Background: an optimization exercise with open tools, aiming at small area and a short achievable clock period. Do not read the settings as production practice.
In this exercise RTL edits were held to simulation tests only and were not proved equivalent to the original.
Power and IR drop assume default switching activity.

==> flow/design.v (outline; a module is shown in full before it is edited, if it fits) <==
// module fsm_pe: 1607 lines
// module pe_ao22: 5 lines
// module pe_xor2: 5 lines
// module pe_fa: 6 lines
// module pe_cpa: 5 lines
// module systolic_array_4x4: 94 lines
module systolic_array_4x4(
		      FDi0, FDi4, FDi8, FDi12,
		      RD0, RD1, RD2, RD3,
		      clk, rst, result_ld,
		      FDo0, FDo4, FDo8, FDo12,
		      sa_GD0, sa_GD1, sa_GD2, sa_GD3);
  // ...
==> flow/run.sh <==
#!/bin/bash
# synth_recipe.tcl (not shown) runs the flow's synth.tcl, then flattens the netlist and writes it again
# the make line also repeats each setting of config.mk as NAME=value (left out here)
make -C /OpenROAD-flow-scripts/flow DESIGN_CONFIG=/design/flow/config.mk WORK_HOME=/design/flow/orfs CLKGATE_MAP_FILE= SYNTH_SCRIPT=/design/flow/synth_recipe.tcl finish
==> flow/config.mk <==
export PLATFORM = sky130hd
export DESIGN_NAME = systolic_array_4x4
export DESIGN_NICKNAME = systolic_array_4x4
export VERILOG_FILES = /design/flow/design.v
export SDC_FILE = /design/flow/constraint.sdc
export NUM_CORES = 4
export LEC_CHECK = 0
export CAP_MARGIN = 20
export CORE_MARGIN = 2
export CORE_UTILIZATION = 66
export CTS_BUF_LIST = sky130_fd_sc_hd__clkbuf_4 sky130_fd_sc_hd__clkbuf_8
export PLACE_DENSITY = 0.74
export SETUP_SLACK_MARGIN = 3.8
export SLEW_MARGIN = 20
export SYNTH_HIERARCHICAL = 1
export SYNTH_MINIMUM_KEEP_SIZE = 0
export TNS_END_PERCENT = 0
==> flow/constraint.sdc <==
create_clock -name core_clock -period 7.5 [get_ports {clk}]
set_input_delay 1.5000 -clock core_clock [delete_from_list [all_inputs] [get_ports {clk}]]
set_output_delay 1.5000 -clock core_clock [all_outputs]
set_load 0.01 [all_outputs]
==> out/results.tsv, run 1 <==
metric	value	unit
n_diodes	38	
end of the critical path	C[0][29]	
TritonCTS sink count	1731	
Worst Setup SP	RD0[27]	
Pre-Repair DR Iteration Count	8	
root buf cell	clkbuf_8	
CP Buf/Inv Count	1	
post-synth cell types	59	
first-pass GRT wire length	1020	mm
# Max-Cap Violations	0	
n_taps	3939	
wirelength, routed	699	mm
dpl hpwl	510	mm
Clock Latency Late Sink	1.15	ns
Clk pin slew, worst setup/hold paths	0.06	ns
hold bufs inserted after CTS	0	
Synth Flop Type	dfxtp_1	
top cells by area, synth	fa_1 34%, a22o_1 18%, dfxtp_1 18%, xor2_1 16%, buf_4 4.1%	
mux share of post-synthesis cell area	0.00668	
Port Buffers	386	
status	timing/DRC/antenna clean	
Metal-1 WL	253	mm
initial antenna violation count	43	
number of DRC markers in iteration 0	19200	
Seq cells	1731	
routability congestion estimate from global placement	1.00	
PD cells	271	nW/um^2
Final Util	0.735	
Crit Reg-Reg Endpoint	C[13][19]	
DR DRC count	0	
Slew @ Worst Pin	1.20	ns
Hold Vio Cnt, Final	0	
Design Area, Final	219000	sq um
vias in the first global route	158000	
die footprint	304000	sq um
Routed met2 length	306	mm
Post-Layout Cell Count	21600	
==> inputs of run 2 (changes only) <==
--- a/flow/config.mk
+++ b/flow/config.mk
@@ -8,7 +8,6 @@
 export CAP_MARGIN = 20
 export CORE_MARGIN = 2
-export CORE_UTILIZATION = 66
+export CORE_UTILIZATION = 55
 export CTS_BUF_LIST = sky130_fd_sc_hd__clkbuf_4 sky130_fd_sc_hd__clkbuf_8
-export PLACE_DENSITY = 0.74
 export SETUP_SLACK_MARGIN = 3.8
 export SLEW_MARGIN = 20
==> run 2 against run 1 <==
  * Wire length increased by 3.5%
  * Setup slack gained 0.031 ns
  * First-iteration DRC count down 19%
  * Sequential share of layout area shrank 0.14 points
  * Global-route usage shrank 6.3 points
  * Critical path type is now reg2reg
==> out/results.tsv, run 2 <==
metric	value	unit	change
#FFs+latches synth	1731		
RSZ-0062 raised after global routing	true		
layout cells sized above 1	0.142		
top cells by count, synth	3968 x a22o_1, 3520 x xor2_1, 3316 x fa_1		
post-synth cell types	59		unchanged
dpl hpwl	535	mm	+5.0%
Post-synth EDFFs	0		
Die Width	604	um	
most frequent cells in the layout	3968 x a22o_1, 3471 x xor2_1, 2974 x fa_1		
NumNets Final	21100		
Crit Path Class	reg2reg		
critical path peak fanout	5		
Port Buffers	386		unchanged
total negative slack	0	ns	
f_max	0.241	GHz	
clk_skew	0.0752	ns	
initial core utilization	0.552		
hold crit path type	reg2reg		
post-synthesis area per instance	11.5	sq um	
Clock Latency Late Sink	1.18	ns	+0.03 ns
top cells by area, synth	fa_1 34%, a22o_1 18%, dfxtp_1 18%, xor2_1 16%, buf_4 4.1%		
dpl cell area	202000	sq um	
WP data required	8.40	ns	
Tcrit/Tclk final	0.552		
Clk pin slew, worst setup/hold paths	0.06	ns	about the same
Slew @ Worst Pin	1.19	ns	-0.00911 ns
Compound-Gate Fraction of Synth Area	0.196		
Clock Path Buffers	4		
Synth Area in XOR/XNOR	0.160		
Mapped Area	198000	sq um	
largest family of logic cells by synthesized area	adder cells		
Worst Slack Setup Final	3.36	ns	
Vias/cell	6.53		
commonest non-fill, non-tap cell in the layout	a22o_1		
Area Growth Syn to Fin	11.9	%	
CTS Buf Count	329		
worst vdd ir	0.000186	V	
Post-Synth Adder-Cell Area	0.351		
number of DRC markers in iteration 0	15500		-19%
relative slew slack	0.202		
root buf cell	clkbuf_8		
pre-CTS setup slack	1.04	ns	
first-pass GRT wire length	1050	mm	+2.9%
cell taking the most area after synthesis	fa_1		
fin. max-slew vios	0		
post-synthesis sequential area ratio	0.175		
largest net degree at the start of global routing	198		
Design Area, Final	221000	sq um	+1.1%
Ys Warns	15		
crit start category	register		
P_leak	0.108	uW	
Net Count, Synth	20900		
Hold Vio Cnt, Final	0		unchanged
DR vias	147000		
Die H	604	um	
Gate Count Post-Synth	17100		
Post-DRT Antenna Nets	0		
Overflow after GRT	0		
Worst EP arrival	5.04	ns	
Avg WL per Cell	32.2	um	
DR DRC count	0		unchanged
# rows	220		
Async S/R FF share, synth	0		
biggest regs	C x512, GD x512, S x512		
wirelength, routed	724	mm	+3.5%
IO Count	387		
mux share of post-synthesis cell area	0.00668		unchanged
initial antenna violation count	37		-14%
# setup viols final	0		
die footprint	364000	sq um	+20%
status	timing/DRC/antenna clean		
# Max-Cap Violations	0		unchanged
H-Tree Level Count	5		
vias in the first global route	157000		-0.59%
TritonCTS clock tree	yes		
Synth Flop Type	dfxtp_1		
most instantiated library cell after synthesis	a22o_1		
routability congestion estimate from global placement	0.964		-3.7%
Post-Layout Cell Count	22500		+4.0%
top cell type's share of synthesized area	0.336		
Tmin final	4.14	ns	
TritonCTS sink count	1731		unchanged
Critical Path Sink Type	register		
PD cells	269	nW/um^2	-0.75%
GR Util All Layers	0.392		
Pre-Repair DR Iteration Count	8		unchanged
dpl cells	21300		
core box area	358000	sq um	
Simple-Gate Fraction of Synth Area	0.0615		
## run 2: cell types whose count changed in the layout (fill, tap and decap cells not counted), moves of 14 or more
cell             change
fa_1                -83
fa_2                +83
dfxtp_1             -30
buf_4               -28
clkbuf_8            +20
buf_12              +19
dfxtp_2             +19
xor2_2              +18
xor2_1              -17
clkbuf_2            -16
clkdlybuf4s15_2     +14
## run 2: what timing repair did
action	CTS	global route
cloned	102	18
setup endpoints to repair	882	724
endpoints found under the hold margin	0	0
setup buffers	366	72
pin swaps	86	122
hold buffers	0	0
resized for setup	1324	293
## run 2: area by class of cell
class | count | area [sq um]
clock inverters | 117 | 1560
multi-input cells | 14000 | 157000
repair buffers | 1262 | 15100
fillers | 29800 | 137000
well taps | 4773 | 5970
flip-flops and latches | 1731 | 35000
clock buffers | 467 | 6010
inverters | 57 | 214
diodes | 42 | 105
## run 2: cells by family after synthesis
kind of cell	after synthesis
other cells	16
flops	1731
mux	132
xor+xnor	3604
compound gates	4596
fa+ha+maj	3552
simple gates	2056
buf+inv	1460
## run 2: path summary, 6_finish.rpt
path | start | end | slack (ns) | depth (start not counted)
hold / removal | C[6][14] | C[10][14] | 0.49 | 1
hold reg to reg | C[6][14] | C[10][14] | 0.49 | 1
setup / recovery | C[15][1] | GD[15][31] | 3.36 | 10
setup reg to reg | C[15][1] | GD[15][31] | 3.36 | 10
## run 2: per-layer routing
layer  GRT usage  part of all wire
met2       0.619              0.46
met4       0.220             0.066
met5           0           0.00014
met1       0.499              0.39
met3      0.0882             0.087
## run 2: per-stage QoR
stage                     power [uW]  utilization  hold WS (ns)
final                          59400        0.617         0.488
after detailed placement       46700        0.564         0.490
after floorplan                48000            -         0.458
after global routing           64200        0.617         0.495
after CTS                      59000        0.611         0.490
after global placement         46300        0.564         0.488
## run 2: critical path: stages (launching register included)
cell      delay, ns
dfxtp_1        0.42
ha_1           0.28
a211oi_1       0.57
o21ai_1        0.29
and2b_1        0.31
a21oi_1        0.33
o31a_1         0.36
o311ai_0       0.17
nand2_1        0.26
nand2b_1       0.09
mux2i_1        0.84
## run 2: modules after synthesis, one instance, submodules excluded
module              area [sq um]  flip-flops and latches
systolic_array_4x4         51600                    1731
pe_ao22                     8.76                       0
pe_cpa                      1860                       0
pe_fa                       20.0                       0
fsm_pe                       862                       0
pe_xor2                     8.76                       0
## run 2: report_power, final
group          internal, uW  leakage, uW  switching [uW]
registers             11100       0.0143            2910
logic                 16700       0.0893           17700
clock network          6210      0.00394            4790
total                 34000        0.108           25400
==> module pe_cpa, before the edit <==
module pe_cpa (a, b, y);
	input  [31:0] a, b;
	output [31:0] y;
	assign y = a + b;
endmodule
==> module systolic_array_4x4, before the edit <==
module systolic_array_4x4(
		      FDi0, FDi4, FDi8, FDi12,
		      RD0, RD1, RD2, RD3,
		      clk, rst, result_ld,
		      FDo0, FDo4, FDo8, FDo12,
		      sa_GD0, sa_GD1, sa_GD2, sa_GD3);
	parameter DATA_WIDTH=16;
	input [DATA_WIDTH-1:0] FDi0, FDi4, FDi8, FDi12;
	input [(2*DATA_WIDTH)-1:0] RD0, RD1, RD2, RD3;
	input clk, rst, result_ld;
	output [(2*DATA_WIDTH)-1:0] sa_GD0, sa_GD1, sa_GD2, sa_GD3;
	output [DATA_WIDTH-1:0] FDo0, FDo4, FDo8, FDo12;
	localparam S_RESET = 3'd0, S_CALC = 3'd1, S_LOAD = 3'd2, S_D1 = 3'd3,
	           S_D2 = 3'd4, S_DRAIN = 3'd5;
	reg [2:0] state;
	reg [2:0] n_state;
	always @(*) begin
		case (state)
			S_RESET: n_state = S_CALC;
			S_CALC:  n_state = result_ld ? S_LOAD : S_CALC;
			S_LOAD:  n_state = S_D1;
			S_D1:    n_state = S_D2;
			default: n_state = S_DRAIN;
		endcase
	end
	always @(posedge clk)
		if (rst) state <= S_RESET;
		else     state <= n_state;
	wire calc  = (n_state == S_CALC);                        
	wire load  = (state == S_CALC) && result_ld;             
	wire shift = load || state == S_LOAD || state == S_D1;
	wire win   = shift || state == S_D2;
	wire sh    = shift & ~rst;
	wire ac    = ~shift & ~rst;
	wire [31:0] RD_n [0:3];
	wire [15:0] FD_w [0:3];
	assign RD_n[0] = RD0; assign RD_n[1] = RD1; assign RD_n[2] = RD2; assign RD_n[3] = RD3;
	assign FD_w[0] = FDi0; assign FD_w[1] = FDi4; assign FD_w[2] = FDi8; assign FD_w[3] = FDi12;
	reg  [31:0] GD  [0:15];
	reg  [15:0] FDo [0:15];
	reg  [31:0] S   [0:15];
	reg  [31:0] C   [0:15];
	wire [31:0] SO  [0:15];
	wire [31:0] CO  [0:15];
	wire [31:0] res [0:3];
	genvar r, c;
	generate
		for (r = 0; r < 4; r = r + 1) begin : row
			for (c = 0; c < 4; c = c + 1) begin : col
				localparam integer i = r*4 + c;
				wire [31:0] rd_in = (r == 0) ? RD_n[c] : GD[i-4];
				wire [15:0] fd_in = (c == 0) ? FD_w[r] : FDo[i-1];
				fsm_pe mac (.A(rd_in), .B(fd_in), .S(S[i]), .C(C[i]), .SO(SO[i]), .CO(CO[i]));
				if (r == 0) begin : acc_top
					always @(posedge clk)
						if (rst) begin
							S[i] <= 0;
							C[i] <= 0;
						end else begin
							S[i] <= SO[i];
							C[i] <= CO[i];
						end
				end else begin : acc_shift
					always @(posedge clk) begin
						S[i] <= ({32{sh}} & S[i-4]) | ({32{ac}} & SO[i]);
						C[i] <= ({32{sh}} & C[i-4]) | ({32{ac}} & CO[i]);
					end
				end
				if (r < 3) begin : gd_pass
					always @(posedge clk)
						if (rst) GD[i] <= 0;
						else     GD[i] <= rd_in;
				end else begin : gd_out
					pe_cpa cpa (.a(S[i]), .b(C[i]), .y(res[c]));
					always @(posedge clk)
						if (rst)      GD[i] <= 0;
						else if (win) GD[i] <= res[c];
						else          GD[i] <= rd_in;
				end
				if (c == 0) begin : fdo_hold
					always @(posedge clk)
						if (rst)       FDo[i] <= 0;
						else if (calc) FDo[i] <= fd_in;
				end else if (c < 3) begin : fdo_pass
					always @(posedge clk)
						if (rst) FDo[i] <= 0;
						else     FDo[i] <= fd_in;
				end
			end
		end
	endgenerate
	assign sa_GD0 = GD[12]; assign sa_GD1 = GD[13]; assign sa_GD2 = GD[14]; assign sa_GD3 = GD[15];
	assign FDo0 = FDo[0]; assign FDo4 = FDo[4]; assign FDo8 = FDo[8]; assign FDo12 = FDo[12];
endmodule
==> inputs of run 3 (changes only) <==
--- a/flow/design.v
+++ b/flow/design.v
@@ -1606,4 +1606,331 @@
 	assign CO[31] = s848;
 endmodule
+module pe_cpa (a, b, y);
+	input  [31:0] a, b;
+	output [31:0] y;
+	wire [31:0] p0, g0;
+	pe_ha h0 (.a(a[0]), .b(b[0]), .s(p0[0]), .c(g0[0]));
+	pe_ha h1 (.a(a[1]), .b(b[1]), .s(p0[1]), .c(g0[1]));
+	pe_ha h2 (.a(a[2]), .b(b[2]), .s(p0[2]), .c(g0[2]));
+	pe_ha h3 (.a(a[3]), .b(b[3]), .s(p0[3]), .c(g0[3]));
+	pe_ha h4 (.a(a[4]), .b(b[4]), .s(p0[4]), .c(g0[4]));
+	pe_ha h5 (.a(a[5]), .b(b[5]), .s(p0[5]), .c(g0[5]));
+	pe_ha h6 (.a(a[6]), .b(b[6]), .s(p0[6]), .c(g0[6]));
+	pe_ha h7 (.a(a[7]), .b(b[7]), .s(p0[7]), .c(g0[7]));
+	pe_ha h8 (.a(a[8]), .b(b[8]), .s(p0[8]), .c(g0[8]));
+	pe_ha h9 (.a(a[9]), .b(b[9]), .s(p0[9]), .c(g0[9]));
+	pe_ha h10 (.a(a[10]), .b(b[10]), .s(p0[10]), .c(g0[10]));
+	pe_ha h11 (.a(a[11]), .b(b[11]), .s(p0[11]), .c(g0[11]));
+	pe_ha h12 (.a(a[12]), .b(b[12]), .s(p0[12]), .c(g0[12]));
+	pe_ha h13 (.a(a[13]), .b(b[13]), .s(p0[13]), .c(g0[13]));
+	pe_ha h14 (.a(a[14]), .b(b[14]), .s(p0[14]), .c(g0[14]));
+	pe_ha h15 (.a(a[15]), .b(b[15]), .s(p0[15]), .c(g0[15]));
+	pe_ha h16 (.a(a[16]), .b(b[16]), .s(p0[16]), .c(g0[16]));
+	pe_ha h17 (.a(a[17]), .b(b[17]), .s(p0[17]), .c(g0[17]));
+	pe_ha h18 (.a(a[18]), .b(b[18]), .s(p0[18]), .c(g0[18]));
+	pe_ha h19 (.a(a[19]), .b(b[19]), .s(p0[19]), .c(g0[19]));
+	pe_ha h20 (.a(a[20]), .b(b[20]), .s(p0[20]), .c(g0[20]));
+	pe_ha h21 (.a(a[21]), .b(b[21]), .s(p0[21]), .c(g0[21]));
+	pe_ha h22 (.a(a[22]), .b(b[22]), .s(p0[22]), .c(g0[22]));
+	pe_ha h23 (.a(a[23]), .b(b[23]), .s(p0[23]), .c(g0[23]));
+	pe_ha h24 (.a(a[24]), .b(b[24]), .s(p0[24]), .c(g0[24]));
+	pe_ha h25 (.a(a[25]), .b(b[25]), .s(p0[25]), .c(g0[25]));
+	pe_ha h26 (.a(a[26]), .b(b[26]), .s(p0[26]), .c(g0[26]));
+	pe_ha h27 (.a(a[27]), .b(b[27]), .s(p0[27]), .c(g0[27]));
+	pe_ha h28 (.a(a[28]), .b(b[28]), .s(p0[28]), .c(g0[28]));
+	pe_ha h29 (.a(a[29]), .b(b[29]), .s(p0[29]), .c(g0[29]));
+	pe_ha h30 (.a(a[30]), .b(b[30]), .s(p0[30]), .c(g0[30]));
+	pe_ha h31 (.a(a[31]), .b(b[31]), .s(p0[31]), .c(g0[31]));
+	wire g1_1;
+	pe_gg n1_1 (.gh(g0[1]), .ph(p0[1]), .gl(g0[0]), .g(g1_1));
+	wire g1_2, p1_2;
+	pe_gp n1_2 (.gh(g0[2]), .ph(p0[2]), .gl(g0[1]), .pl(p0[1]), .g(g1_2), .p(p1_2));
+	wire g1_3, p1_3;
+	pe_gp n1_3 (.gh(g0[3]), .ph(p0[3]), .gl(g0[2]), .pl(p0[2]), .g(g1_3), .p(p1_3));
+	wire g1_4, p1_4;
+	pe_gp n1_4 (.gh(g0[4]), .ph(p0[4]), .gl(g0[3]), .pl(p0[3]), .g(g1_4), .p(p1_4));
+	wire g1_5, p1_5;
+	pe_gp n1_5 (.gh(g0[5]), .ph(p0[5]), .gl(g0[4]), .pl(p0[4]), .g(g1_5), .p(p1_5));
+	wire g1_6, p1_6;
+	pe_gp n1_6 (.gh(g0[6]), .ph(p0[6]), .gl(g0[5]), .pl(p0[5]), .g(g1_6), .p(p1_6));
+	wire g1_7, p1_7;
+	pe_gp n1_7 (.gh(g0[7]), .ph(p0[7]), .gl(g0[6]), .pl(p0[6]), .g(g1_7), .p(p1_7));
+	wire g1_8, p1_8;
+	pe_gp n1_8 (.gh(g0[8]), .ph(p0[8]), .gl(g0[7]), .pl(p0[7]), .g(g1_8), .p(p1_8));
+	wire g1_9, p1_9;
+	pe_gp n1_9 (.gh(g0[9]), .ph(p0[9]), .gl(g0[8]), .pl(p0[8]), .g(g1_9), .p(p1_9));
+	wire g1_10, p1_10;
+	pe_gp n1_10 (.gh(g0[10]), .ph(p0[10]), .gl(g0[9]), .pl(p0[9]), .g(g1_10), .p(p1_10));
+	wire g1_11, p1_11;
+	pe_gp n1_11 (.gh(g0[11]), .ph(p0[11]), .gl(g0[10]), .pl(p0[10]), .g(g1_11), .p(p1_11));
+	wire g1_12, p1_12;
+	pe_gp n1_12 (.gh(g0[12]), .ph(p0[12]), .gl(g0[11]), .pl(p0[11]), .g(g1_12), .p(p1_12));
+	wire g1_13, p1_13;
+	pe_gp n1_13 (.gh(g0[13]), .ph(p0[13]), .gl(g0[12]), .pl(p0[12]), .g(g1_13), .p(p1_13));
+	wire g1_14, p1_14;
+	pe_gp n1_14 (.gh(g0[14]), .ph(p0[14]), .gl(g0[13]), .pl(p0[13]), .g(g1_14), .p(p1_14));
+	wire g1_15, p1_15;
+	pe_gp n1_15 (.gh(g0[15]), .ph(p0[15]), .gl(g0[14]), .pl(p0[14]), .g(g1_15), .p(p1_15));
+	wire g1_16, p1_16;
+	pe_gp n1_16 (.gh(g0[16]), .ph(p0[16]), .gl(g0[15]), .pl(p0[15]), .g(g1_16), .p(p1_16));
+	wire g1_17, p1_17;
+	pe_gp n1_17 (.gh(g0[17]), .ph(p0[17]), .gl(g0[16]), .pl(p0[16]), .g(g1_17), .p(p1_17));
+	wire g1_18, p1_18;
+	pe_gp n1_18 (.gh(g0[18]), .ph(p0[18]), .gl(g0[17]), .pl(p0[17]), .g(g1_18), .p(p1_18));
+	wire g1_19, p1_19;
+	pe_gp n1_19 (.gh(g0[19]), .ph(p0[19]), .gl(g0[18]), .pl(p0[18]), .g(g1_19), .p(p1_19));
+	wire g1_20, p1_20;
+	pe_gp n1_20 (.gh(g0[20]), .ph(p0[20]), .gl(g0[19]), .pl(p0[19]), .g(g1_20), .p(p1_20));
+	wire g1_21, p1_21;
+	pe_gp n1_21 (.gh(g0[21]), .ph(p0[21]), .gl(g0[20]), .pl(p0[20]), .g(g1_21), .p(p1_21));
+	wire g1_22, p1_22;
+	pe_gp n1_22 (.gh(g0[22]), .ph(p0[22]), .gl(g0[21]), .pl(p0[21]), .g(g1_22), .p(p1_22));
+	wire g1_23, p1_23;
+	pe_gp n1_23 (.gh(g0[23]), .ph(p0[23]), .gl(g0[22]), .pl(p0[22]), .g(g1_23), .p(p1_23));
+	wire g1_24, p1_24;
+	pe_gp n1_24 (.gh(g0[24]), .ph(p0[24]), .gl(g0[23]), .pl(p0[23]), .g(g1_24), .p(p1_24));
+	wire g1_25, p1_25;
+	pe_gp n1_25 (.gh(g0[25]), .ph(p0[25]), .gl(g0[24]), .pl(p0[24]), .g(g1_25), .p(p1_25));
+	wire g1_26, p1_26;
+	pe_gp n1_26 (.gh(g0[26]), .ph(p0[26]), .gl(g0[25]), .pl(p0[25]), .g(g1_26), .p(p1_26));
+	wire g1_27, p1_27;
+	pe_gp n1_27 (.gh(g0[27]), .ph(p0[27]), .gl(g0[26]), .pl(p0[26]), .g(g1_27), .p(p1_27));
+	wire g1_28, p1_28;
+	pe_gp n1_28 (.gh(g0[28]), .ph(p0[28]), .gl(g0[27]), .pl(p0[27]), .g(g1_28), .p(p1_28));
+	wire g1_29, p1_29;
+	pe_gp n1_29 (.gh(g0[29]), .ph(p0[29]), .gl(g0[28]), .pl(p0[28]), .g(g1_29), .p(p1_29));
+	wire g1_30, p1_30;
+	pe_gp n1_30 (.gh(g0[30]), .ph(p0[30]), .gl(g0[29]), .pl(p0[29]), .g(g1_30), .p(p1_30));
+	wire g1_31, p1_31;
+	pe_gp n1_31 (.gh(g0[31]), .ph(p0[31]), .gl(g0[30]), .pl(p0[30]), .g(g1_31), .p(p1_31));
+	wire g2_2;
+	pe_gg n2_2 (.gh(g1_2), .ph(p1_2), .gl(g0[0]), .g(g2_2));
+	wire g2_3;
+	pe_gg n2_3 (.gh(g1_3), .ph(p1_3), .gl(g1_1), .g(g2_3));
+	wire g2_4, p2_4;
+	pe_gp n2_4 (.gh(g1_4), .ph(p1_4), .gl(g1_2), .pl(p1_2), .g(g2_4), .p(p2_4));
+	wire g2_5, p2_5;
+	pe_gp n2_5 (.gh(g1_5), .ph(p1_5), .gl(g1_3), .pl(p1_3), .g(g2_5), .p(p2_5));
+	wire g2_6, p2_6;
+	pe_gp n2_6 (.gh(g1_6), .ph(p1_6), .gl(g1_4), .pl(p1_4), .g(g2_6), .p(p2_6));
+	wire g2_7, p2_7;
+	pe_gp n2_7 (.gh(g1_7), .ph(p1_7), .gl(g1_5), .pl(p1_5), .g(g2_7), .p(p2_7));
+	wire g2_8, p2_8;
+	pe_gp n2_8 (.gh(g1_8), .ph(p1_8), .gl(g1_6), .pl(p1_6), .g(g2_8), .p(p2_8));
+	wire g2_9, p2_9;
+	pe_gp n2_9 (.gh(g1_9), .ph(p1_9), .gl(g1_7), .pl(p1_7), .g(g2_9), .p(p2_9));
+	wire g2_10, p2_10;
+	pe_gp n2_10 (.gh(g1_10), .ph(p1_10), .gl(g1_8), .pl(p1_8), .g(g2_10), .p(p2_10));
+	wire g2_11, p2_11;
+	pe_gp n2_11 (.gh(g1_11), .ph(p1_11), .gl(g1_9), .pl(p1_9), .g(g2_11), .p(p2_11));
+	wire g2_12, p2_12;
+	pe_gp n2_12 (.gh(g1_12), .ph(p1_12), .gl(g1_10), .pl(p1_10), .g(g2_12), .p(p2_12));
+	wire g2_13, p2_13;
+	pe_gp n2_13 (.gh(g1_13), .ph(p1_13), .gl(g1_11), .pl(p1_11), .g(g2_13), .p(p2_13));
+	wire g2_14, p2_14;
+	pe_gp n2_14 (.gh(g1_14), .ph(p1_14), .gl(g1_12), .pl(p1_12), .g(g2_14), .p(p2_14));
+	wire g2_15, p2_15;
+	pe_gp n2_15 (.gh(g1_15), .ph(p1_15), .gl(g1_13), .pl(p1_13), .g(g2_15), .p(p2_15));
+	wire g2_16, p2_16;
+	pe_gp n2_16 (.gh(g1_16), .ph(p1_16), .gl(g1_14), .pl(p1_14), .g(g2_16), .p(p2_16));
+	wire g2_17, p2_17;
+	pe_gp n2_17 (.gh(g1_17), .ph(p1_17), .gl(g1_15), .pl(p1_15), .g(g2_17), .p(p2_17));
+	wire g2_18, p2_18;
+	pe_gp n2_18 (.gh(g1_18), .ph(p1_18), .gl(g1_16), .pl(p1_16), .g(g2_18), .p(p2_18));
+	wire g2_19, p2_19;
+	pe_gp n2_19 (.gh(g1_19), .ph(p1_19), .gl(g1_17), .pl(p1_17), .g(g2_19), .p(p2_19));
+	wire g2_20, p2_20;
+	pe_gp n2_20 (.gh(g1_20), .ph(p1_20), .gl(g1_18), .pl(p1_18), .g(g2_20), .p(p2_20));
+	wire g2_21, p2_21;
+	pe_gp n2_21 (.gh(g1_21), .ph(p1_21), .gl(g1_19), .pl(p1_19), .g(g2_21), .p(p2_21));
+	wire g2_22, p2_22;
+	pe_gp n2_22 (.gh(g1_22), .ph(p1_22), .gl(g1_20), .pl(p1_20), .g(g2_22), .p(p2_22));
+	wire g2_23, p2_23;
+	pe_gp n2_23 (.gh(g1_23), .ph(p1_23), .gl(g1_21), .pl(p1_21), .g(g2_23), .p(p2_23));
+	wire g2_24, p2_24;
+	pe_gp n2_24 (.gh(g1_24), .ph(p1_24), .gl(g1_22), .pl(p1_22), .g(g2_24), .p(p2_24));
+	wire g2_25, p2_25;
+	pe_gp n2_25 (.gh(g1_25), .ph(p1_25), .gl(g1_23), .pl(p1_23), .g(g2_25), .p(p2_25));
+	wire g2_26, p2_26;
+	pe_gp n2_26 (.gh(g1_26), .ph(p1_26), .gl(g1_24), .pl(p1_24), .g(g2_26), .p(p2_26));
+	wire g2_27, p2_27;
+	pe_gp n2_27 (.gh(g1_27), .ph(p1_27), .gl(g1_25), .pl(p1_25), .g(g2_27), .p(p2_27));
+	wire g2_28, p2_28;
+	pe_gp n2_28 (.gh(g1_28), .ph(p1_28), .gl(g1_26), .pl(p1_26), .g(g2_28), .p(p2_28));
+	wire g2_29, p2_29;
+	pe_gp n2_29 (.gh(g1_29), .ph(p1_29), .gl(g1_27), .pl(p1_27), .g(g2_29), .p(p2_29));
+	wire g2_30, p2_30;
+	pe_gp n2_30 (.gh(g1_30), .ph(p1_30), .gl(g1_28), .pl(p1_28), .g(g2_30), .p(p2_30));
+	wire g2_31, p2_31;
+	pe_gp n2_31 (.gh(g1_31), .ph(p1_31), .gl(g1_29), .pl(p1_29), .g(g2_31), .p(p2_31));
+	wire g3_4;
+	pe_gg n3_4 (.gh(g2_4), .ph(p2_4), .gl(g0[0]), .g(g3_4));
+	wire g3_5;
+	pe_gg n3_5 (.gh(g2_5), .ph(p2_5), .gl(g1_1), .g(g3_5));
+	wire g3_6;
+	pe_gg n3_6 (.gh(g2_6), .ph(p2_6), .gl(g2_2), .g(g3_6));
+	wire g3_7;
+	pe_gg n3_7 (.gh(g2_7), .ph(p2_7), .gl(g2_3), .g(g3_7));
+	wire g3_8, p3_8;
+	pe_gp n3_8 (.gh(g2_8), .ph(p2_8), .gl(g2_4), .pl(p2_4), .g(g3_8), .p(p3_8));
+	wire g3_9, p3_9;
+	pe_gp n3_9 (.gh(g2_9), .ph(p2_9), .gl(g2_5), .pl(p2_5), .g(g3_9), .p(p3_9));
+	wire g3_10, p3_10;
+	pe_gp n3_10 (.gh(g2_10), .ph(p2_10), .gl(g2_6), .pl(p2_6), .g(g3_10), .p(p3_10));
+	wire g3_11, p3_11;
+	pe_gp n3_11 (.gh(g2_11), .ph(p2_11), .gl(g2_7), .pl(p2_7), .g(g3_11), .p(p3_11));
+	wire g3_12, p3_12;
+	pe_gp n3_12 (.gh(g2_12), .ph(p2_12), .gl(g2_8), .pl(p2_8), .g(g3_12), .p(p3_12));
+	wire g3_13, p3_13;
+	pe_gp n3_13 (.gh(g2_13), .ph(p2_13), .gl(g2_9), .pl(p2_9), .g(g3_13), .p(p3_13));
+	wire g3_14, p3_14;
+	pe_gp n3_14 (.gh(g2_14), .ph(p2_14), .gl(g2_10), .pl(p2_10), .g(g3_14), .p(p3_14));
+	wire g3_15, p3_15;
+	pe_gp n3_15 (.gh(g2_15), .ph(p2_15), .gl(g2_11), .pl(p2_11), .g(g3_15), .p(p3_15));
+	wire g3_16, p3_16;
+	pe_gp n3_16 (.gh(g2_16), .ph(p2_16), .gl(g2_12), .pl(p2_12), .g(g3_16), .p(p3_16));
+	wire g3_17, p3_17;
+	pe_gp n3_17 (.gh(g2_17), .ph(p2_17), .gl(g2_13), .pl(p2_13), .g(g3_17), .p(p3_17));
+	wire g3_18, p3_18;
+	pe_gp n3_18 (.gh(g2_18), .ph(p2_18), .gl(g2_14), .pl(p2_14), .g(g3_18), .p(p3_18));
+	wire g3_19, p3_19;
+	pe_gp n3_19 (.gh(g2_19), .ph(p2_19), .gl(g2_15), .pl(p2_15), .g(g3_19), .p(p3_19));
+	wire g3_20, p3_20;
+	pe_gp n3_20 (.gh(g2_20), .ph(p2_20), .gl(g2_16), .pl(p2_16), .g(g3_20), .p(p3_20));
+	wire g3_21, p3_21;
+	pe_gp n3_21 (.gh(g2_21), .ph(p2_21), .gl(g2_17), .pl(p2_17), .g(g3_21), .p(p3_21));
+	wire g3_22, p3_22;
+	pe_gp n3_22 (.gh(g2_22), .ph(p2_22), .gl(g2_18), .pl(p2_18), .g(g3_22), .p(p3_22));
+	wire g3_23, p3_23;
+	pe_gp n3_23 (.gh(g2_23), .ph(p2_23), .gl(g2_19), .pl(p2_19), .g(g3_23), .p(p3_23));
+	wire g3_24, p3_24;
+	pe_gp n3_24 (.gh(g2_24), .ph(p2_24), .gl(g2_20), .pl(p2_20), .g(g3_24), .p(p3_24));
+	wire g3_25, p3_25;
+	pe_gp n3_25 (.gh(g2_25), .ph(p2_25), .gl(g2_21), .pl(p2_21), .g(g3_25), .p(p3_25));
+	wire g3_26, p3_26;
+	pe_gp n3_26 (.gh(g2_26), .ph(p2_26), .gl(g2_22), .pl(p2_22), .g(g3_26), .p(p3_26));
+	wire g3_27, p3_27;
+	pe_gp n3_27 (.gh(g2_27), .ph(p2_27), .gl(g2_23), .pl(p2_23), .g(g3_27), .p(p3_27));
+	wire g3_28, p3_28;
+	pe_gp n3_28 (.gh(g2_28), .ph(p2_28), .gl(g2_24), .pl(p2_24), .g(g3_28), .p(p3_28));
+	wire g3_29, p3_29;
+	pe_gp n3_29 (.gh(g2_29), .ph(p2_29), .gl(g2_25), .pl(p2_25), .g(g3_29), .p(p3_29));
+	wire g3_30, p3_30;
+	pe_gp n3_30 (.gh(g2_30), .ph(p2_30), .gl(g2_26), .pl(p2_26), .g(g3_30), .p(p3_30));
+	wire g3_31, p3_31;
+	pe_gp n3_31 (.gh(g2_31), .ph(p2_31), .gl(g2_27), .pl(p2_27), .g(g3_31), .p(p3_31));
+	wire g4_8;
+	pe_gg n4_8 (.gh(g3_8), .ph(p3_8), .gl(g0[0]), .g(g4_8));
+	wire g4_9;
+	pe_gg n4_9 (.gh(g3_9), .ph(p3_9), .gl(g1_1), .g(g4_9));
+	wire g4_10;
+	pe_gg n4_10 (.gh(g3_10), .ph(p3_10), .gl(g2_2), .g(g4_10));
+	wire g4_11;
+	pe_gg n4_11 (.gh(g3_11), .ph(p3_11), .gl(g2_3), .g(g4_11));
+	wire g4_12;
+	pe_gg n4_12 (.gh(g3_12), .ph(p3_12), .gl(g3_4), .g(g4_12));
+	wire g4_13;
+	pe_gg n4_13 (.gh(g3_13), .ph(p3_13), .gl(g3_5), .g(g4_13));
+	wire g4_14;
+	pe_gg n4_14 (.gh(g3_14), .ph(p3_14), .gl(g3_6), .g(g4_14));
+	wire g4_15;
+	pe_gg n4_15 (.gh(g3_15), .ph(p3_15), .gl(g3_7), .g(g4_15));
+	wire g4_16, p4_16;
+	pe_gp n4_16 (.gh(g3_16), .ph(p3_16), .gl(g3_8), .pl(p3_8), .g(g4_16), .p(p4_16));
+	wire g4_17, p4_17;
+	pe_gp n4_17 (.gh(g3_17), .ph(p3_17), .gl(g3_9), .pl(p3_9), .g(g4_17), .p(p4_17));
+	wire g4_18, p4_18;
+	pe_gp n4_18 (.gh(g3_18), .ph(p3_18), .gl(g3_10), .pl(p3_10), .g(g4_18), .p(p4_18));
+	wire g4_19, p4_19;
+	pe_gp n4_19 (.gh(g3_19), .ph(p3_19), .gl(g3_11), .pl(p3_11), .g(g4_19), .p(p4_19));
+	wire g4_20, p4_20;
+	pe_gp n4_20 (.gh(g3_20), .ph(p3_20), .gl(g3_12), .pl(p3_12), .g(g4_20), .p(p4_20));
+	wire g4_21, p4_21;
+	pe_gp n4_21 (.gh(g3_21), .ph(p3_21), .gl(g3_13), .pl(p3_13), .g(g4_21), .p(p4_21));
+	wire g4_22, p4_22;
+	pe_gp n4_22 (.gh(g3_22), .ph(p3_22), .gl(g3_14), .pl(p3_14), .g(g4_22), .p(p4_22));
+	wire g4_23, p4_23;
+	pe_gp n4_23 (.gh(g3_23), .ph(p3_23), .gl(g3_15), .pl(p3_15), .g(g4_23), .p(p4_23));
+	wire g4_24, p4_24;
+	pe_gp n4_24 (.gh(g3_24), .ph(p3_24), .gl(g3_16), .pl(p3_16), .g(g4_24), .p(p4_24));
+	wire g4_25, p4_25;
+	pe_gp n4_25 (.gh(g3_25), .ph(p3_25), .gl(g3_17), .pl(p3_17), .g(g4_25), .p(p4_25));
+	wire g4_26, p4_26;
+	pe_gp n4_26 (.gh(g3_26), .ph(p3_26), .gl(g3_18), .pl(p3_18), .g(g4_26), .p(p4_26));
+	wire g4_27, p4_27;
+	pe_gp n4_27 (.gh(g3_27), .ph(p3_27), .gl(g3_19), .pl(p3_19), .g(g4_27), .p(p4_27));
+	wire g4_28, p4_28;
+	pe_gp n4_28 (.gh(g3_28), .ph(p3_28), .gl(g3_20), .pl(p3_20), .g(g4_28), .p(p4_28));
+	wire g4_29, p4_29;
+	pe_gp n4_29 (.gh(g3_29), .ph(p3_29), .gl(g3_21), .pl(p3_21), .g(g4_29), .p(p4_29));
+	wire g4_30, p4_30;
+	pe_gp n4_30 (.gh(g3_30), .ph(p3_30), .gl(g3_22), .pl(p3_22), .g(g4_30), .p(p4_30));
+	wire g4_31, p4_31;
+	pe_gp n4_31 (.gh(g3_31), .ph(p3_31), .gl(g3_23), .pl(p3_23), .g(g4_31), .p(p4_31));
+	wire g5_16;
+	pe_gg n5_16 (.gh(g4_16), .ph(p4_16), .gl(g0[0]), .g(g5_16));
+	wire g5_17;
+	pe_gg n5_17 (.gh(g4_17), .ph(p4_17), .gl(g1_1), .g(g5_17));
+	wire g5_18;
+	pe_gg n5_18 (.gh(g4_18), .ph(p4_18), .gl(g2_2), .g(g5_18));
+	wire g5_19;
+	pe_gg n5_19 (.gh(g4_19), .ph(p4_19), .gl(g2_3), .g(g5_19));
+	wire g5_20;
+	pe_gg n5_20 (.gh(g4_20), .ph(p4_20), .gl(g3_4), .g(g5_20));
+	wire g5_21;
+	pe_gg n5_21 (.gh(g4_21), .ph(p4_21), .gl(g3_5), .g(g5_21));
+	wire g5_22;
+	pe_gg n5_22 (.gh(g4_22), .ph(p4_22), .gl(g3_6), .g(g5_22));
+	wire g5_23;
+	pe_gg n5_23 (.gh(g4_23), .ph(p4_23), .gl(g3_7), .g(g5_23));
+	wire g5_24;
+	pe_gg n5_24 (.gh(g4_24), .ph(p4_24), .gl(g4_8), .g(g5_24));
+	wire g5_25;
+	pe_gg n5_25 (.gh(g4_25), .ph(p4_25), .gl(g4_9), .g(g5_25));
+	wire g5_26;
+	pe_gg n5_26 (.gh(g4_26), .ph(p4_26), .gl(g4_10), .g(g5_26));
+	wire g5_27;
+	pe_gg n5_27 (.gh(g4_27), .ph(p4_27), .gl(g4_11), .g(g5_27));
+	wire g5_28;
+	pe_gg n5_28 (.gh(g4_28), .ph(p4_28), .gl(g4_12), .g(g5_28));
+	wire g5_29;
+	pe_gg n5_29 (.gh(g4_29), .ph(p4_29), .gl(g4_13), .g(g5_29));
+	wire g5_30;
+	pe_gg n5_30 (.gh(g4_30), .ph(p4_30), .gl(g4_14), .g(g5_30));
+	wire g5_31;
+	pe_gg n5_31 (.gh(g4_31), .ph(p4_31), .gl(g4_15), .g(g5_31));
+	assign y[0] = p0[0];
+	pe_xor2 s1 (.a(p0[1]), .b(g0[0]), .y(y[1]));
+	pe_xor2 s2 (.a(p0[2]), .b(g1_1), .y(y[2]));
+	pe_xor2 s3 (.a(p0[3]), .b(g2_2), .y(y[3]));
+	pe_xor2 s4 (.a(p0[4]), .b(g2_3), .y(y[4]));
+	pe_xor2 s5 (.a(p0[5]), .b(g3_4), .y(y[5]));
+	pe_xor2 s6 (.a(p0[6]), .b(g3_5), .y(y[6]));
+	pe_xor2 s7 (.a(p0[7]), .b(g3_6), .y(y[7]));
+	pe_xor2 s8 (.a(p0[8]), .b(g3_7), .y(y[8]));
+	pe_xor2 s9 (.a(p0[9]), .b(g4_8), .y(y[9]));
+	pe_xor2 s10 (.a(p0[10]), .b(g4_9), .y(y[10]));
+	pe_xor2 s11 (.a(p0[11]), .b(g4_10), .y(y[11]));
+	pe_xor2 s12 (.a(p0[12]), .b(g4_11), .y(y[12]));
+	pe_xor2 s13 (.a(p0[13]), .b(g4_12), .y(y[13]));
+	pe_xor2 s14 (.a(p0[14]), .b(g4_13), .y(y[14]));
+	pe_xor2 s15 (.a(p0[15]), .b(g4_14), .y(y[15]));
+	pe_xor2 s16 (.a(p0[16]), .b(g4_15), .y(y[16]));
+	pe_xor2 s17 (.a(p0[17]), .b(g5_16), .y(y[17]));
+	pe_xor2 s18 (.a(p0[18]), .b(g5_17), .y(y[18]));
+	pe_xor2 s19 (.a(p0[19]), .b(g5_18), .y(y[19]));
+	pe_xor2 s20 (.a(p0[20]), .b(g5_19), .y(y[20]));
+	pe_xor2 s21 (.a(p0[21]), .b(g5_20), .y(y[21]));
+	pe_xor2 s22 (.a(p0[22]), .b(g5_21), .y(y[22]));
+	pe_xor2 s23 (.a(p0[23]), .b(g5_22), .y(y[23]));
+	pe_xor2 s24 (.a(p0[24]), .b(g5_23), .y(y[24]));
+	pe_xor2 s25 (.a(p0[25]), .b(g5_24), .y(y[25]));
+	pe_xor2 s26 (.a(p0[26]), .b(g5_25), .y(y[26]));
+	pe_xor2 s27 (.a(p0[27]), .b(g5_26), .y(y[27]));
+	pe_xor2 s28 (.a(p0[28]), .b(g5_27), .y(y[28]));
+	pe_xor2 s29 (.a(p0[29]), .b(g5_28), .y(y[29]));
+	pe_xor2 s30 (.a(p0[30]), .b(g5_29), .y(y[30]));
+	pe_xor2 s31 (.a(p0[31]), .b(g5_30), .y(y[31]));
+endmodule
 module pe_ao22 (a, b, c, d, y);
 	input a, b, c, d;
@@ -1622,8 +1949,20 @@
 	assign co = (a & b) | (a & c) | (b & c);
 endmodule
-module pe_cpa (a, b, y);
-	input  [31:0] a, b;
-	output [31:0] y;
-	assign y = a + b;
+module pe_ha (a, b, s, c);
+	input a, b;
+	output s, c;
+	assign s = a ^ b;
+	assign c = a & b;
+endmodule
+module pe_gp (gh, ph, gl, pl, g, p);
+	input gh, ph, gl, pl;
+	output g, p;
+	assign g = gh | (ph & gl);
+	assign p = ph & pl;
+endmodule
+module pe_gg (gh, ph, gl, g);
+	input gh, ph, gl;
+	output g;
+	assign g = gh | (ph & gl);
 endmodule
 `timescale 1ns/1ns
@@ -1656,10 +1995,14 @@
 		if (rst) state <= S_RESET;
 		else     state <= n_state;
-	wire calc  = (n_state == S_CALC);                        
-	wire load  = (state == S_CALC) && result_ld;             
-	wire shift = load || state == S_LOAD || state == S_D1;
-	wire win   = shift || state == S_D2;
-	wire sh    = shift & ~rst;
-	wire ac    = ~shift & ~rst;
+	wire calc = (n_state == S_CALC);                   
+	wire load = (state == S_CALC) && result_ld;        
+	reg q3, q2, q1, q0;
+	always @(posedge clk) begin
+		q3 <= !rst && n_state == S_CALC;
+		q2 <= !rst && n_state == S_LOAD;
+		q1 <= !rst && n_state == S_D1;
+		q0 <= !rst && n_state == S_D2;
+	end
+	wire win  = load || state == S_LOAD || state == S_D1 || state == S_D2;
 	wire [31:0] RD_n [0:3];
 	wire [15:0] FD_w [0:3];
@@ -1667,10 +2010,10 @@
 	assign FD_w[0] = FDi0; assign FD_w[1] = FDi4; assign FD_w[2] = FDi8; assign FD_w[3] = FDi12;
 	reg  [31:0] GD  [0:15];
-	reg  [15:0] FDo [0:15];
+	reg  [15:0] FDo [0:15];    
+	reg  [15:0] FDz [0:3];     
 	reg  [31:0] S   [0:15];
 	reg  [31:0] C   [0:15];
 	wire [31:0] SO  [0:15];
 	wire [31:0] CO  [0:15];
-	wire [31:0] res [0:3];
 	genvar r, c;
 	generate
@@ -1680,20 +2023,19 @@
 				wire [31:0] rd_in = (r == 0) ? RD_n[c] : GD[i-4];
 				wire [15:0] fd_in = (c == 0) ? FD_w[r] : FDo[i-1];
-				fsm_pe mac (.A(rd_in), .B(fd_in), .S(S[i]), .C(C[i]), .SO(SO[i]), .CO(CO[i]));
-				if (r == 0) begin : acc_top
-					always @(posedge clk)
-						if (rst) begin
-							S[i] <= 0;
-							C[i] <= 0;
-						end else begin
-							S[i] <= SO[i];
-							C[i] <= CO[i];
-						end
-				end else begin : acc_shift
-					always @(posedge clk) begin
-						S[i] <= ({32{sh}} & S[i-4]) | ({32{ac}} & SO[i]);
-						C[i] <= ({32{sh}} & C[i-4]) | ({32{ac}} & CO[i]);
-					end
+				if (r < 3) begin : own
+					fsm_pe mac (.A(GD[i]), .B(c == 0 ? FDz[r] : FDo[i]),
+					            .S(S[i]), .C(C[i]), .SO(SO[i]), .CO(CO[i]));
+				end else begin : direct
+					fsm_pe mac (.A(rd_in), .B(fd_in),
+					            .S(S[i]), .C(C[i]), .SO(SO[i]), .CO(CO[i]));
 				end
+				always @(posedge clk)
+					if (rst) begin
+						S[i] <= 0;
+						C[i] <= 0;
+					end else begin
+						S[i] <= SO[i];
+						C[i] <= CO[i];
+					end
 				if (r < 3) begin : gd_pass
 					always @(posedge clk)
@@ -1701,8 +2043,13 @@
 						else     GD[i] <= rd_in;
 				end else begin : gd_out
-					pe_cpa cpa (.a(S[i]), .b(C[i]), .y(res[c]));
+					wire [31:0] sa = ({32{q3}} & S[i]) | ({32{q2}} & S[i-4]) |
+					                 ({32{q1}} & S[i-8]) | ({32{q0}} & S[i-12]);
+					wire [31:0] ca = ({32{q3}} & C[i]) | ({32{q2}} & C[i-4]) |
+					                 ({32{q1}} & C[i-8]) | ({32{q0}} & C[i-12]);
+					wire [31:0] res;
+					pe_cpa cpa (.a(sa), .b(ca), .y(res));
 					always @(posedge clk)
 						if (rst)      GD[i] <= 0;
-						else if (win) GD[i] <= res[c];
+						else if (win) GD[i] <= res;
 						else          GD[i] <= rd_in;
 				end
@@ -1711,8 +2058,13 @@
 						if (rst)       FDo[i] <= 0;
 						else if (calc) FDo[i] <= fd_in;
-				end else if (c < 3) begin : fdo_pass
+					if (r < 3) begin : fdz
+						always @(posedge clk)
+							if (calc && !rst) FDz[r] <= fd_in;
+							else              FDz[r] <= 0;
+					end
+				end else if (c < 3 || r < 3) begin : fdo_pass
 					always @(posedge clk)
-						if (rst) FDo[i] <= 0;
-						else     FDo[i] <= fd_in;
+						if (calc && !rst) FDo[i] <= fd_in;
+						else              FDo[i] <= 0;
 				end
 			end
--- a/flow/config.mk
+++ b/flow/config.mk
@@ -9,5 +9,4 @@
 export CORE_MARGIN = 2
 export CORE_UTILIZATION = 55
-export CTS_BUF_LIST = sky130_fd_sc_hd__clkbuf_4 sky130_fd_sc_hd__clkbuf_8
 export SETUP_SLACK_MARGIN = 3.8
 export SLEW_MARGIN = 20
==> run 3 against run 2 <==
  * Critical path depth is 2 higher
  * Sequential share of layout area rose by 0.57 points
  * Core utilization fell by 0.83 points
  * First-iteration DRC count is 4.9% lower
  * Global-route usage rose by 0.70 points
  * Non-clock buffer count is 138 lower
  * Setup slack got worse by 0.073 ns
  * Combinational power shrank 49%
  * Via count up 2.8%
  * Sequential power shrank 7%
  * Register-to-register slack worse by 0.07 ns
  * Synthesized cell count grew 6.3%
  * Critical path type unchanged
  * Critical endpoint is now GD[13][28]
  * Largest cell class unchanged
==> out/results.tsv, run 3 <==
metric	value	unit	change
status	timing/DRC/antenna clean		
Tcrit/Tclk final	0.562		+0.00977
Post-DRT Antenna Nets	0		unchanged
Reg area	36900	sq um	+5.3%
H-Tree Level Count	4		-1
Compound-Gate Fraction of Synth Area	0.188		-0.00725
clk_skew	0.0910	ns	+0.0158 ns
Worst EP arrival	5.04	ns	about the same
cell taking the most area after synthesis	fa_1		
Net Count, Synth	22000		+5.2%
routability congestion estimate from global placement	0.984		+2.0%
Port Buffers	386		unchanged
Ys Warns	17		+2
Tmin final	4.21	ns	+0.0732 ns
mux share of post-synthesis cell area	0.0000551		-0.00663
Post-synth EDFFs	0		unchanged
Simple-Gate Fraction of Synth Area	0.0910		+0.0294
Hold Vio Cnt, Final	0		unchanged
#FFs+latches synth	1831		+5.8%
wirelength, routed	758	mm	+4.8%
top cells by count, synth	3612 x xor2_1, 3312 x fa_1, 3200 x a22o_1		
Synth Area in XOR/XNOR	0.155		-0.00479
Clock Latency Late Sink	1.00	ns	-0.18 ns
Vias/cell	6.44		-1.3%
number of DRC markers in iteration 0	14800		-4.9%
# setup viols final	0		unchanged
commonest non-fill, non-tap cell in the layout	xor2_1		
initial antenna violation count	51		+38%
largest net degree at the start of global routing	166		-16%
top cell type's share of synthesized area	0.325		-0.0112
IO Count	387		unchanged
layout cells sized above 1	0.101		-0.0407
hold crit path type	reg2reg		
Avg WL per Cell	32.4	um	+0.54%
worst vdd ir	0.000201	V	+8.1%
DR vias	151000		+2.8%
Filler Cell Count	31400		+5.5%
most frequent cells in the layout	3583 x xor2_1, 3200 x a22o_1, 3162 x fa_1		
fin. max-slew vios	0		unchanged
root buf cell	clkbuf_16		
# rows	223		+1.4%
Multi-input gate area	161000	sq um	+2.4%
Post-Layout Cell Count	23400		+4.2%
largest family of logic cells by synthesized area	adder cells		
Die Width	613	um	+1.6%
Final Util	0.609		-0.00833
relative slew slack	0.194		-0.00773
Synth Flop Type	dfxtp_1		
Clock Path Buffers	4		unchanged
TritonCTS clock tree	yes		
Post-Synth Adder-Cell Area	0.339		-0.0114
CTS Buf Count	224		-32%
total negative slack	0	ns	unchanged
f_max	0.237	GHz	-1.7%
biggest regs	C x512, GD x512, S x512		
post-synth cell types	35		-41%
DR DRC count	0		unchanged
Clk pin slew, worst setup/hold paths	0.06	ns	about the same
Mapped Area	204000	sq um	+3.3%
RSZ-0062 raised after global routing	true		
Slew @ Worst Pin	1.21	ns	+0.0170 ns
Crit Path Class	reg2reg		
WP data required	8.33	ns	-0.07 ns
crit start category	register		
NumNets Final	21900		+3.8%
hold bufs inserted after CTS	0		unchanged
vias in the first global route	163000		+3.6%
# Max-Cap Violations	0		unchanged
Overflow after GRT	0		unchanged
Power Total	42500	uW	-28%
GR Util All Layers	0.399		+0.00700
critical path peak fanout	128		+123
Async S/R FF share, synth	0		unchanged
TritonCTS sink count	1831		+5.8%
first-pass GRT wire length	1100	mm	+4.5%
most instantiated library cell after synthesis	xor2_1		
P_leak	0.120	uW	+12%
Gate Count Post-Synth	18200		+6.3%
PD cells	189	nW/um^2	-30%
Area Growth Syn to Fin	10.1	%	
post-synthesis sequential area ratio	0.179		+0.00417
Die H	613	um	+1.6%
top cells by area, synth	fa_1 32%, dfxtp_1 18%, xor2_1 15%, a22o_1 14%, nor2b_1 4.7%		
dpl cells	22600		+6.1%
post-synthesis area per instance	11.2	sq um	-2.8%
dpl hpwl	567	mm	+6.1%
core box area	369000	sq um	+3.1%
die footprint	376000	sq um	+3.3%
Pre-Repair DR Iteration Count	6		-2
Critical Path Sink Type	register		
initial core utilization	0.553		+0.00130
Hold Worst Slack	0.464	ns	-0.0245 ns
[run 3: timing repair]
| item | CTS | global route |
|---|---|---|
| endpoints found under the setup margin | 837 | 724 |
| cloned | 75 | 3 |
| gates resized for setup | 698 | 98 |
| pin swaps | 85 | 55 |
| buffers inserted | 243 | 16 |
[run 3: final cells by class]
cell class              instances  share of cell area
repair buffers               1124              0.0559
well taps                    4950              0.0275
multi-input cells           15000               0.716
clock inverters               135             0.00830
flip-flops and latches       1831               0.164
clock buffers                 276              0.0272
diodes                         86            0.000957
[run 3: final timing paths]
check	start	endpoint	slack, ns	cells past startpoint
setup / recovery	q1	GD[13][28]	3.29	12
hold / removal	GD[5][0]	GD[9][0]	0.46	1
setup reg to reg	q1	GD[13][28]	3.29	12
hold reg to reg	GD[5][0]	GD[9][0]	0.46	1
[run 3: report_power, final]
part | switching [uW] | internal (uW)
Combinational | 9280 | 8100
Clock | 5020 | 7100
Sequential | 2030 | 11000
[run 3: kinds of logic (layout without fill, tap and decap cells)]
kind of cell,count (synthesis),in the layout
buffers and inverters,1432,1535
adders and majority gates,3552,3552
DFF,1831,1831
AOI/OAI and AO/OA,4645,4647
other,16,102
muxes,1,1
and+or+nand+nor,3138,3175
xor gates and xnor gates,3612,3612
[run 3: metal layers]
metal  up-vias  GRT usage  routed length [um]  part of all wire
met5         -          0                 145           0.00019
met4        20      0.237               52900             0.070
met3      2052     0.0945               64500             0.085
met2      7662      0.630              344000              0.45
met1     78300      0.499              297000              0.39
li1      62800          -                   -                 -
[run 3: modules after synthesis (local to each module, per instance), excerpt]
module              flip-flops and latches  area [sq um]
pe_gp                                    0          13.8
systolic_array_4x4                    1831         56800
pe_ha                                    0          12.5
pe_cpa                                   0          7.51
pe_xor2                                  0          8.76
pe_gg                                    0          7.51
[run 3: metrics by stage]
step / worst slack, ns / area (sq um)
finish: 3.29 / 225000
global route: 3.32 / 225000
CTS: 3.42 / 224000
detailed placement: 1.39 / 210000
global placement: 1.40 / 210000
floorplan: 2.26 / 205000
[run 3: critical path, cell delays in order (launching register included)]
cell	delay [ns]
dfxtp_4	0.43
buf_12	0.21
a22oi_1	0.88
nand2_1	0.18
ha_1	0.43
and2_1	0.23
and2_1	0.15
and2_1	0.16
and2_1	0.15
a21o_1	0.19
xor2_1	0.27
nand3_1	0.12
a21oi_1	0.36

-- port drivers added, routing unchanged --
In the flow no input, the clock included, has a driving cell. The finished layouts below were timed again as built, in two steps. Step 1 sets driving cells, clkbuf_16 on the clock port and buf_2 on the other inputs (assumed; they add their load-dependent delay and slew). Step 2 times the ports against the registers' clock, not the clock port: input delays grow and output delays shrink by t, the midpoint of the rising clock arrivals with the driver on. Slacks: ideal / step 1 / step 2; pairs: ideal / step 1.
run | t, ns | setup slack, ns | worst setup path at the end
run 1 | 1.226 | 3.328 / 3.298 / 2.128 | input to register
run 2 | 1.258 | 3.359 / 3.297 / 2.039 | input to register
run 3 | 1.078 | 3.286 / 3.286 / 2.317 | input to register
After both steps setup and hold are still met in every run listed. The setup slack of run 2, which loses most, moves by -0.062 ns with the drivers and by -1.320 ns with both steps.
